Background: an optimization exercise with open tools, aiming at small area and a short achievable clock period. Do not read the settings as production practice.
RTL that was checked went through simulation tests only; none was proved equivalent to the original.

==> trial 42 <==
==> flow/design.v (excerpt) <==
module Ques3 (out,zero,Data_in, Read_Addr_1, Read_Addr_2, Write_Addr, Write_Enable, Clock, Mux_ctrl,opcode);
==> module Ques3, before the edit <==
module Ques3 (out,zero,Data_in, Read_Addr_1, Read_Addr_2, Write_Addr, Write_Enable, Clock, Mux_ctrl,opcode);
output [31:0] out;
output zero;
input [31:0] Data_in;
input [4:0] Read_Addr_1, Read_Addr_2, Write_Addr;
input [2:0] opcode;
input Write_Enable,Clock,Mux_ctrl; 
wire [31:0] r2a1, r2a2, m2r;
mux_behav1 MUX(m2r,Data_in,out,Mux_ctrl);
Register_File1 RF(r2a1,r2a2,m2r, Read_Addr_1, Read_Addr_2, Write_Addr, Write_Enable, Clock);
ALU1 ALU(out,zero,opcode,r2a1,r2a2);
endmodule
==> module mux_behav1, before the edit <==
module mux_behav1(out, in1,in2,sel );   
output [31:0] out;                           
input [31:0] in1,in2;
input sel;
reg [31:0] out;
always@(in1 or in2 or sel)
begin
	if (sel) 
out =in2;
           else	
	out=in1;
end
endmodule
==> module Register_File1, before the edit <==
module Register_File1 (Data_Out_1, Data_Out_2, Data_in, Read_Addr_1, Read_Addr_2, Write_Addr, Write_Enable, Clock); 
output [31: 0] Data_Out_1, Data_Out_2; 
input [31: 0] Data_in; 
input [4: 0] Read_Addr_1, Read_Addr_2, Write_Addr; 
input Write_Enable, Clock; 
reg [31: 0] Reg_File [31: 0];  
assign Data_Out_1 = Reg_File[Read_Addr_1]; 
assign Data_Out_2 = Reg_File[Read_Addr_2]; 
always @ (posedge Clock) begin 
if (Write_Enable) 
Reg_File[Write_Addr] <= Data_in; 
end 
endmodule 
==> module ALU1, before the edit <==
module ALU1(Result,zero,opcode,A,B);
output[31:0] Result;
input [31:0] A,B;
input [2:0] opcode;
reg   [31:0] Result;
output zero;
always @ (*)
       case (opcode)
      3'd0:  Result = A+B;
      3'd1:  Result = A-B;
      3'd2:  Result = A &B;
      3'd3:  Result = A^B;
      3'd4:  Result = A|B;
      3'd5:  Result = A+1;
      3'd6:  Result = A<<<B;
      3'd7:  Result = A>>>B;
      default:	Result = 32'd0;
    endcase
	assign zero = (Result == 32'b0);
endmodule
make LEC_CHECK=0 CAP_MARGIN=20 CORE_MARGIN=2 CORE_UTILIZATION=40 SLEW_MARGIN=20 finish   # period 11.0 ns
run.sh (not shown) runs the stock make flow with config.mk's settings and CLKGATE_MAP_FILE= SYNTH_SCRIPT=/design/flow/synth_recipe.tcl, a recipe that flattens the netlist after the stock synthesis.
==> build 38 (differences from trial 42) <==
==> flow/design.v (replaced) <==
module Ques3 (out, zero, Data_in, Read_Addr_1, Read_Addr_2, Write_Addr, Write_Enable, Clock, Mux_ctrl, opcode);
  output [31:0] out;
  output zero;
  input  [31:0] Data_in;
  input  [4:0]  Read_Addr_1, Read_Addr_2, Write_Addr;
  input  [2:0]  opcode;
  input         Write_Enable, Clock, Mux_ctrl;
  reg  [31:0] Reg_File [0:31];
  wire [31:0] sel1 = 32'd1 << Read_Addr_1;
  wire [31:0] sel2 = 32'd1 << Read_Addr_2;
  wire [31:0] wsel = 32'd1 << Write_Addr;
  reg  [31:0] A, B;
  integer i;
  always @(*) begin
    A = 32'd0;
    B = 32'd0;
    for (i = 0; i < 32; i = i + 1) begin
      A = A | ({32{sel1[i]}} & Reg_File[i]);
      B = B | ({32{sel2[i]}} & Reg_File[i]);
    end
  end
  wire [31:0] wdata = Mux_ctrl ? out : Data_in;
  genvar g;
  generate
    for (g = 0; g < 32; g = g + 1) begin : row
      always @(posedge Clock)
        if (Write_Enable & wsel[g])
          Reg_File[g] <= wdata;
    end
  endgenerate
  wire        sub  = (opcode == 3'd1);
  wire        inc  = (opcode == 3'd5);
  wire [31:0] b2   = inc ? 32'd0 : (sub ? ~B : B);
  wire        cin  = sub | inc;
  wire [32:0] s33  = {A, 1'b1} + {b2, cin};
  wire [31:0] sum  = s33[32:1];
  wire        big  = |B[31:5];
  wire [4:0]  sh   = B[4:0];
  wire [31:0] shl  = big ? 32'd0 : (A << sh);
  wire [31:0] shr  = big ? 32'd0 : (A >> sh);
  wire [31:0] x_ab = A ^ B;
  reg  [31:0] res;
  always @(*)
    case (opcode)
      3'd0, 3'd1, 3'd5: res = sum;
      3'd2: res = A & B;
      3'd3: res = x_ab;
      3'd4: res = A | B;
      3'd6: res = shl;
      default: res = shr;
    endcase
  assign out = res;
  wire [31:0] orab  = A | B;
  wire        z_add = ~|(x_ab ^ {orab[30:0], 1'b0});
  wire        z_eq  = ~|x_ab;
  wire        z_and = ~|(A & B);
  wire        z_or  = ~|orab;
  wire        z_inc = &A;
  wire [31:0] mskl  = 32'hFFFFFFFF >> sh;
  wire [31:0] mskr  = 32'hFFFFFFFF << sh;
  wire        z_shl = big | ~|(A & mskl);
  wire        z_shr = big | ~|(A & mskr);
  reg z;
  always @(*)
    case (opcode)
      3'd0: z = z_add;
      3'd1, 3'd3: z = z_eq;
      3'd2: z = z_and;
      3'd4: z = z_or;
      3'd5: z = z_inc;
      3'd6: z = z_shl;
      default: z = z_shr;
    endcase
  assign zero = z;
endmodule
==> run_results.csv <==
group,metric,value,unit
layout,post-route-cell-area,68000,um2
outcome,status,"no timing/DRC/antenna violations",
layout,num_antenna_cells,3,
power_and_ir_drop,combPwrFrac,0.226,
global_routing,grt_first_pass_wirelength,307,mm
power_and_ir_drop,power.share.sequential,0.421,
power_and_ir_drop,cell_internal_pwr,7.62,mW
power_and_ir_drop,pg_seq,4.51,mW
placed_design,dpl.hpwl,145,mm
worst_setup_path,rrSetupSlack,4300,ps
synthesis,synthAdderAreaFrac,0.0228,
synthesis,synth_top_area_frac,0.536,
[end of results for trial 42]
==> run_results.csv <==
group,metric,value,unit
outcome,status,"no timing/DRC/antenna violations",
worst_setup_path,crit_family,"buffers and inverters",
synthesis,yosysWarnings,2,
synthesis,netlist_area,56800,um2
placed_design,dpl.hpwl,246,mm
layout,post-route-cell-area,70000,um2
power_and_ir_drop,cell_internal_pwr,7.80,mW
power_and_ir_drop,pg_seq,4.52,mW
layout,num_antenna_cells,23,
sta,timing.final.crit_share,0.987,
synthesis,synth_top_area_frac,0.541,
worst_setup_path,rrSetupSlack,4810,ps
worst_setup_path,path_buf_inv,10,
global_routing,grt_first_pass_wirelength,476,mm
clocking,htreeDepth,3,
[end of results for build 38]
Only the layout flow was run in build 38; the RTL was not checked for function there.

==> port drivers added, routing unchanged <==
The flow's constraints put no driver on any port. The routed layouts listed below were extracted and timed again, unchanged, in two steps. Step 1 (the two cells are an assumption about what drives the block):
set clk [get_ports {Clock}]
set_driving_cell -lib_cell sky130_fd_sc_hd__clkbuf_16 $clk
set_driving_cell -lib_cell sky130_fd_sc_hd__buf_2 [delete_from_list [all_inputs] $clk]
Step 2 times the ports against the registers' clock, not the clock port: input delays grow and output delays shrink by t, the midpoint of the rising clock arrivals with the driver on. Slacks: ideal / step 1 / step 2; pairs: ideal / step 1.
| run | t, ns | setup WS [ns] | worst setup path at the end |
|---|---|---|---|
| trial 42 | 0.813 | 0.329 / 0.210 / 0.210 | input to output |
| build 38 | 0.792 | 0.144 / 0.069 / 0.069 | input to output |
After both steps every run listed still meets setup and hold. The setup slack of trial 42, which loses most, moves by -0.119 ns with the drivers and by -0.119 ns with both steps.
